This design comes from an exercise in tuning for small area, a short achievable clock period and few clock cycles on the open sky130 flow, not from production work. RTL that was checked went through simulation tests only; none was proved equivalent to the original.

## oak
==> flow/design.v <==
module Top_lvl (clk,start,mem_addr,mem_data,MIN_WEIGHT,MIN_PATH_NODES,donee);
input clk,start;
output [17:0] mem_addr;
input [17:0] mem_data;
output [14:0] MIN_WEIGHT;
output [17:0] MIN_PATH_NODES;  
output reg donee;
localparam V0=3'd0, V1=3'd1, V2=3'd2, WK=3'd3, DN=3'd4, FIN=3'd5, V1B=3'd6;
reg [2:0] st;
reg [3:0] d;             
reg [17:0] x;            
reg [14:0] bud;          
reg pr;                  
reg [14:0] wmin;         
reg [17:0] best;         
reg [3:0] bd;            
reg [2:0] T;             
reg tv;                  
reg [17:0] S [1:7];      
reg [1:0]  R [1:7];      
reg [14:0] W [1:7];      
reg tv2;
reg [2:0] T2;
integer l;
always @* begin
  tv2 = 1'b0; T2 = 3'd1;
  for (l = 1; l <= 7; l = l + 1)
    if (l < T && R[l] != 2'd0) begin tv2 = 1'b1; T2 = l; end
end
wire [2:0] bdm1 = bd[2:0] - 3'd1;       
wire [2:0] dm1 = d[2:0] - 3'd1;         
wire [17:0] sr = S[T];
wire [1:0] RT = R[T];
wire [17:0] nx1 = sr + 18'd1;           
wire [17:0] xk = x + {16'd0, 1'b1, st == V2};    
wire [17:0] best1 = best + 18'd1;       
wire [17:0] na = tv ? nx1 : best1;      
wire v1 = (st == V1), v2 = (st == V2);
wire [11:0] w = mem_data[11:0];
wire [2:0] nc = mem_data[2:0];
wire prune = (bud[14:12] == 3'd0) && (w >= bud[11:0]);
wire guess = (bud[14:11] == 4'd0);      
wire d8 = d[3];                         
wire nc0 = (nc == 3'd0);
wire [14:0] bw = bud - {3'b000, w};     
wire [14:0] wp = wmin - ((st == V0) ? W[dm1] : v1 ? bw : bud);
wire fin = (v1 && (d8 || (guess && prune))) || (v2 && (pr || nc0));    
wire leaf = (v1 && d8 && !prune) || (v2 && !pr && nc0);              
wire over = (fin && !tv && !leaf) || (st == FIN);    
wire push = v2 && !pr && !nc0;
reg [17:0] addr;
always @* begin
  if (st == V0) addr = mem_data;
  else if (st == WK) addr = mem_data + 18'd1;
  else if (st == V1B || (v1 && !(guess || d8)) || push) addr = xk;
  else addr = na;
end
assign mem_addr = start ? 18'd0 : addr;
assign MIN_WEIGHT = wmin;
assign MIN_PATH_NODES = (st != DN || d == 4'd1) ? 18'd0 : (d > bd) ? 18'h3FFFF : sr;
reg sw, rw, ww;
reg [2:0] si;
reg [17:0] sd;
reg [1:0] rd;
always @* begin
  sw = 1'b0; rw = 1'b0; ww = 1'b0; si = d[2:0]; sd = xk; rd = nc[1:0] - 2'd1;
  if (push) begin sw = 1'b1; rw = 1'b1; ww = 1'b1; end
  if (fin && tv) begin sw = 1'b1; rw = 1'b1; si = T; sd = nx1; rd = RT - 2'd1; end
  if (over) begin sw = (bd >= 4'd2); si = bdm1; sd = best; end
  if (st == WK) begin sw = 1'b1; si = dm1; sd = mem_data; end
end
always @(posedge clk) begin
  if (sw) S[si] <= sd;
  if (rw) R[si] <= rd;
  if (ww) W[si] <= wp;
end
always @(posedge clk) begin
  if (start) begin
    st <= V1; d <= 4'd1; x <= 18'd0;
    bud <= 15'h7FFF; wmin <= 15'h7FFF; donee <= 1'b0; tv <= 1'b0;
  end else begin
    case (st)
      V0: begin
        x <= mem_data;
        bud <= wp;
        st <= V1;
      end
      V1: begin
        bud <= bw;
        pr <= prune;
        st <= (guess && !prune) ? V1B : V2;
      end
      V1B: begin
        pr <= 1'b0;
        st <= V2;
      end
      V2: if (push) begin
        d <= d + 4'd1;
        st <= V0;
        if (nc[2:1] != 2'b00) begin T <= d[2:0]; tv <= 1'b1; end
      end
      WK: begin
        d <= d - 4'd1;
        if (d == 4'd3) donee <= 1'b1;
        if (d == 4'd2) begin st <= DN; d <= 4'd2; T <= 3'd1; end
      end
      DN: begin
        if (d <= 4'd8) d <= d + 4'd1;
        T <= T + 3'd1;
      end
      default: ;
    endcase
    if (leaf) begin wmin <= wp; best <= x; bd <= d; end
    if (fin) begin
      if (tv) begin
        d <= {1'b0, T} + 4'd1;
        st <= V0;
        if (RT == 2'd1) begin T <= T2; tv <= tv2; end
      end else if (leaf) st <= FIN;
    end
    if (over) begin
      d <= bd - 4'd1;
      if (bd >= 4'd3) begin
        st <= WK;
        if (bd == 4'd3) donee <= 1'b1;
      end else begin
        st <= DN; donee <= 1'b1; d <= 4'd1; T <= 3'd0;
      end
    end
  end
end
endmodule  
export LEC_CHECK = 0
export CAP_MARGIN = 20
export CORE_MARGIN = 2
export CORE_UTILIZATION = 40
export SETUP_SLACK_MARGIN = 3.0
export SLEW_MARGIN = 20
create_clock -name core_clock -period 7.5 [get_ports {clk}]
run.sh (not shown) runs the stock make flow with config.mk's settings and CLKGATE_MAP_FILE= SYNTH_SCRIPT=/design/flow/synth_recipe.tcl, a recipe that flattens the netlist after the stock synthesis.
Here is what was changed in the inputs of pine compared with oak.
--- a/flow/design.v
+++ b/flow/design.v
@@ -5,7 +5,7 @@
 output [14:0] MIN_WEIGHT;
 output [17:0] MIN_PATH_NODES;  
 output reg donee;
-localparam V0=3'd0, V1=3'd1, V2=3'd2, WK=3'd3, DN=3'd4, FIN=3'd5, V1B=3'd6;
+localparam V0=3'd0, V1=3'd1, V2=3'd2, WK=3'd3, DN=3'd4, FIN=3'd5, V1B=3'd6, WK2=3'd7;
 reg [2:0] st;
 reg [3:0] d;             
 reg [17:0] x;            
@@ -32,7 +32,7 @@
 wire [17:0] sr = S[T];
 wire [1:0] RT = R[T];
 wire [17:0] nx1 = sr + 18'd1;           
-wire [17:0] xk = x + {16'd0, 1'b1, st == V2};    
+wire [17:0] xk = x + {16'd0, st != WK2, st == V2 || st == WK2};    
 wire [17:0] best1 = best + 18'd1;       
 wire [17:0] na = tv ? nx1 : best1;      
 wire v1 = (st == V1), v2 = (st == V2);
@@ -43,18 +43,15 @@
 wire d8 = d[3];                         
 wire nc0 = (nc == 3'd0);
 wire [14:0] bw = bud - {3'b000, w};     
-wire [14:0] wp = wmin - ((st == V0) ? W[dm1] : v1 ? bw : bud);
+wire [14:0] wq = wmin - ((st == V0) ? W[dm1] : bud);
+wire [14:0] wx = wq + {3'b000, w};      
 wire fin = (v1 && (d8 || (guess && prune))) || (v2 && (pr || nc0));    
 wire leaf = (v1 && d8 && !prune) || (v2 && !pr && nc0);              
 wire over = (fin && !tv && !leaf) || (st == FIN);    
 wire push = v2 && !pr && !nc0;
-reg [17:0] addr;
-always @* begin
-  if (st == V0) addr = mem_data;
-  else if (st == WK) addr = mem_data + 18'd1;
-  else if (st == V1B || (v1 && !(guess || d8)) || push) addr = xk;
-  else addr = na;
-end
+wire rx = (st == V1B) || (st == WK2) || (v1 && !(guess || d8));
+wire [17:0] ra = rx ? xk : na;
+wire [17:0] addr = (st == V0) ? mem_data : (push ? xk : ra);
 assign mem_addr = start ? 18'd0 : addr;
 assign MIN_WEIGHT = wmin;
 assign MIN_PATH_NODES = (st != DN || d == 4'd1) ? 18'd0 : (d > bd) ? 18'h3FFFF : sr;
@@ -72,7 +69,7 @@
 always @(posedge clk) begin
   if (sw) S[si] <= sd;
   if (rw) R[si] <= rd;
-  if (ww) W[si] <= wp;
+  if (ww) W[si] <= wq;
 end
 always @(posedge clk) begin
   if (start) begin
@@ -82,7 +79,7 @@
     case (st)
       V0: begin
         x <= mem_data;
-        bud <= wp;
+        bud <= wq;
         st <= V1;
       end
       V1: begin
@@ -100,9 +97,14 @@
         if (nc[2:1] != 2'b00) begin T <= d[2:0]; tv <= 1'b1; end
       end
       WK: begin
+        x <= mem_data;
         d <= d - 4'd1;
-        if (d == 4'd3) donee <= 1'b1;
+        st <= WK2;
         if (d == 4'd2) begin st <= DN; d <= 4'd2; T <= 3'd1; end
+      end
+      WK2: begin
+        st <= WK;
+        if (d == 4'd2) donee <= 1'b1;
       end
       DN: begin
         if (d <= 4'd8) d <= d + 4'd1;
@@ -110,7 +112,7 @@
       end
       default: ;
     endcase
-    if (leaf) begin wmin <= wp; best <= x; bd <= d; end
+    if (leaf) begin wmin <= v1 ? wx : wq; best <= x; bd <= d; end
     if (fin) begin
       if (tv) begin
         d <= {1'b0, T} + 4'd1;
--- outcome ---
Diff oak -> pine: routed wire length on met3 saw an increase; clock buffer count in the final layout saw a decrease; compound-cell area share of the yosys netlist saw an increase. met2 wire length for pine is higher than for oak. For oak, the worst setup path endpoint was mem_addr[17], unlike pine, where it was mem_addr[14]. In the metrics for oak and pine, the one carrying the lower sequential share of layout area is pine. pine: cell area is about 3.7% higher than what oak reported. pine vs oak, worst reg-to-reg path cell count went up by 5.
No run of this note included a check of the RTL's function; only the layout flow was run.


lane 1:
Another version of the RTL of Top_lvl (not shown whole).
Size: about 1,600 cells after synthesis, about 310 flip-flops, ~72 I/O pins, ~17,000 um2 of cells after synthesis.
==> module Top_lvl, before the edit <==
module Top_lvl (clk,start,mem_addr,mem_data,MIN_WEIGHT,MIN_PATH_NODES,donee);
input clk,start;
output [17:0] mem_addr;
input [17:0] mem_data;
output [14:0] MIN_WEIGHT;
output [17:0] MIN_PATH_NODES;  
output donee;
localparam V0=3'd0, V1=3'd1, V2=3'd2, WK=3'd3, DN=3'd4, FIN=3'd5, WK2=3'd6;
reg [2:0] st;
reg [3:0] d;             
reg [17:0] x;            
reg [14:0] bud;          
reg pr;                  
reg dn;                  
reg [14:0] wmin;         
reg [17:0] best;         
reg [3:0] bd;            
reg [2:0] T;             
reg tv;                  
reg [17:0] S [1:7];      
reg [1:0]  R [1:7];      
reg [11:0] W1;
reg [12:0] W2;
reg [13:0] W3;
reg [14:0] W4, W5, W6;
reg [14:0] Wr;           
reg tv2;
reg [2:0] T2;
integer l;
always @* begin
  tv2 = 1'b0; T2 = 3'd1;
  for (l = 1; l <= 7; l = l + 1)
    if (l < T && R[l] != 2'd0) begin tv2 = 1'b1; T2 = l; end
end
wire [2:0] bdm1 = bd[2:0] - 3'd1;       
wire [17:0] sr = S[T];
wire [1:0] RT = R[T];
wire [17:0] nx1 = sr + 18'd1;           
wire [17:0] xk = x + {16'd0, st != WK2, st == V2 || st == WK2};    
wire [17:0] best1 = best + 18'd1;       
wire [11:0] w = mem_data[11:0];
wire [2:0] nc = mem_data[2:0];
wire prune = (bud[14:12] == 3'd0) && (w >= bud[11:0]);
wire gone = (bud[14:12] == 3'd0) && (w[11:8] > bud[11:8]);    
wire end1 = gone || d[3];               
wire end2 = pr || (nc == 3'd0);
wire v1 = (st == V1), v2 = (st == V2);
wire [14:0] bw = bud - {3'b000, w};     
wire [2:0] dm1 = d[2:0] - 3'd1;         
wire [2:0] wi = d[3] ? 3'd6 : dm1;      
always @* begin
  case (wi)
    3'd1: Wr = {3'b000, W1};
    3'd2: Wr = {2'b00, W2};
    3'd3: Wr = {1'b0, W3};
    3'd4: Wr = W4;
    3'd5: Wr = W5;
    default: Wr = W6;
  endcase
end
wire [14:0] wp = wmin - ((st == V0) ? Wr : v1 ? bw : bud);
wire fin = (v1 && end1) || (v2 && end2);    
wire leaf = fin && !(v1 ? prune : pr);      
wire over = (fin && !tv && !leaf) || (st == FIN);    
reg [17:0] addr;
always @* begin
  if (st == V0) addr = mem_data;
  else if (((v1 || v2) && !fin) || st == WK2) addr = xk;
  else addr = tv ? sr : best1;
end
assign mem_addr = start ? 18'd0 : addr;
assign MIN_WEIGHT = wmin;
assign donee = dn || (over && bd <= 4'd2);
assign MIN_PATH_NODES = (st != DN || d == 4'd1) ? 18'd0 : (d > bd) ? 18'h3FFFF : sr;
reg sw, rw, ww;
reg [2:0] si;
reg [17:0] sd;
reg [1:0] rd;
always @* begin
  sw = 1'b0; rw = 1'b0; ww = 1'b0; si = d[2:0]; sd = x + 18'd4; rd = nc[1:0] - 2'd1;
  if (v2 && !end2) begin sw = 1'b1; rw = 1'b1; ww = 1'b1; end
  if (fin && tv) begin sw = 1'b1; rw = 1'b1; si = T; sd = nx1; rd = RT - 2'd1; end
  if (over) begin sw = (bd >= 4'd2); si = bdm1; sd = best; end
  if (st == WK) begin sw = 1'b1; si = dm1; sd = mem_data; end
end
always @(posedge clk) begin
  if (sw) S[si] <= sd;
  if (rw) R[si] <= rd;
  if (ww) case (si)
    3'd1: W1 <= wp[11:0];
    3'd2: W2 <= wp[12:0];
    3'd3: W3 <= wp[13:0];
    3'd4: W4 <= wp;
    3'd5: W5 <= wp;
    3'd6: W6 <= wp;
    default: ;
  endcase
end
always @(posedge clk) begin
  if (start) begin
    st <= V1; d <= 4'd1; x <= 18'd0;
    bud <= 15'h7FFF; wmin <= 15'h7FFF; dn <= 1'b0; tv <= 1'b0;
  end else begin
    case (st)
      V0: begin
        x <= mem_data;
        if (!d[3]) bud <= wp;    
        st <= V1;
      end
      V1: begin
        if (!d[3]) bud <= bw;
        else if (!prune) bud <= {3'b000, w};
        pr <= prune;
        if (!end1) st <= V2;
      end
      V2: if (!end2) begin
        d <= d + 4'd1;
        st <= V0;
        if (nc[2:1] != 2'b00) begin T <= d[2:0]; tv <= 1'b1; end
      end
      WK: begin
        x <= mem_data;
        d <= d - 4'd1;
        st <= WK2;
        if (d == 4'd2) begin st <= DN; d <= 4'd2; T <= 3'd1; end
      end
      WK2: begin
        st <= WK;
        if (d == 4'd2) dn <= 1'b1;
      end
      DN: begin
        if (d <= 4'd8) d <= d + 4'd1;
        T <= T + 3'd1;
      end
      default: ;
    endcase
    if (leaf) begin wmin <= wp; best <= x; bd <= d; end
    if (fin) begin
      if (tv) begin
        d <= {1'b0, T} + 4'd1;
        st <= V0;
        if (RT == 2'd1) begin T <= T2; tv <= tv2; end
      end else if (leaf) st <= FIN;
    end
    if (over) begin
      d <= bd - 4'd1;
      if (bd >= 4'd3) begin
        st <= WK;
        if (bd == 4'd3) dn <= 1'b1;
      end else begin
        st <= DN; dn <= 1'b1; d <= 4'd2; T <= 3'd1;
      end
    end
  end
end
endmodule  
clock: 7.5 ns
lec_check: 0
cap_margin: 20
core_margin: 2
core_utilization: 55
cts_cluster_diameter: 60
cts_cluster_size: 24
place_density: 0.7
setup_slack_margin: 2.5
slew_margin: 20
standard.sh (not shown) runs the stock make flow with config.mk's settings and CLKGATE_MAP_FILE= SYNTH_SCRIPT=/design/flow/synth_recipe.tcl, a recipe that flattens the netlist after the stock synthesis.
==> flow/flow/run.sh <==
#!/bin/bash
# The standard layout (standard.sh: ORFS from the standard synthesis to the
# routed layout), with one change: the port buffers that global placement
# inserts are plain buffers (buf_4) instead of the resizer's default pick, a
# delay cell (clkdlybuf4s50_1). make's full output goes to standard.log; ORFS
# keeps each step's own log under orfs/logs/.
set -euo pipefail
export BUFFER_PORTS_ARGS="-buffer_cell sky130_fd_sc_hd__buf_4"
bash standard.sh > standard.log 2>&1
Testbench counts of lane 1, summed over its fixed seeds: cycles 13,933.
Modified inputs, lane 2 compared to lane 1
--- a/flow/design.v
+++ b/flow/design.v
@@ -40,9 +40,9 @@
 wire [17:0] best1 = best + 18'd1;       
 wire [11:0] w = mem_data[11:0];
 wire [2:0] nc = mem_data[2:0];
 wire prune = (bud[14:12] == 3'd0) && (w >= bud[11:0]);
-wire gone = (bud[14:12] == 3'd0) && (w[11:8] > bud[11:8]);    
+wire gone = (bud[14:12] == 3'd0) && (w[11:9] > bud[11:9]);    
 wire end1 = gone || d[3];               
 wire end2 = pr || (nc == 3'd0);
 wire v1 = (st == V1), v2 = (st == V2);
 wire [14:0] bw = bud - {3'b000, w};     
Compared with lane 1, lane 2 shows a higher average wire per cell in the routed design.
Lane 1 was routed with fewer vias than lane 2.
Compared with lane 1, lane 2 shows a lower count of clock-net buffers in the final layout.
For lane 2, only the layout was checked, not whether the RTL still works.

==> port drivers added, routing unchanged <==
The results above use ideal ports. As a check the final layouts listed here were re-extracted and re-timed, cells and wires unchanged.
Step 1 sets driving cells, clkbuf_16 on the clock port and buf_2 on the other inputs (assumed; they add their load-dependent delay and slew).
Step 2, shift: input delay + t, output delay - t, t = (earliest + latest rising clock arrival at the registers) / 2. This alone moves slack from input paths to output paths.
Three values: ideal, step 1, step 2; two values: the first two.
run	t (ns)	slack for setup (ns)	hold WS [ns]	worst setup path after step 2	latest minus earliest clock arrival (ns)
oak	0.615	2.576 / 2.536 / 2.081	0.498 / 0.498 / 0.498	input to register	0.040 / 0.040
pine	0.619	2.514 / 2.480 / 2.179	0.476 / 0.476 / 0.476	input to register	0.037 / 0.037
lane 1	0.613	2.396 / 2.330 / 1.947	0.501 / 0.501 / 0.501	input to register	0.034 / 0.035
lane 2	0.610	2.460 / 2.395 / 2.056	0.500 / 0.500 / 0.500	input to register	0.022 / 0.022
After both steps setup and hold are still met in every run listed. For oak, which loses most, drivers alone change the setup slack by -0.040 ns; drivers and shift together by -0.495 ns.
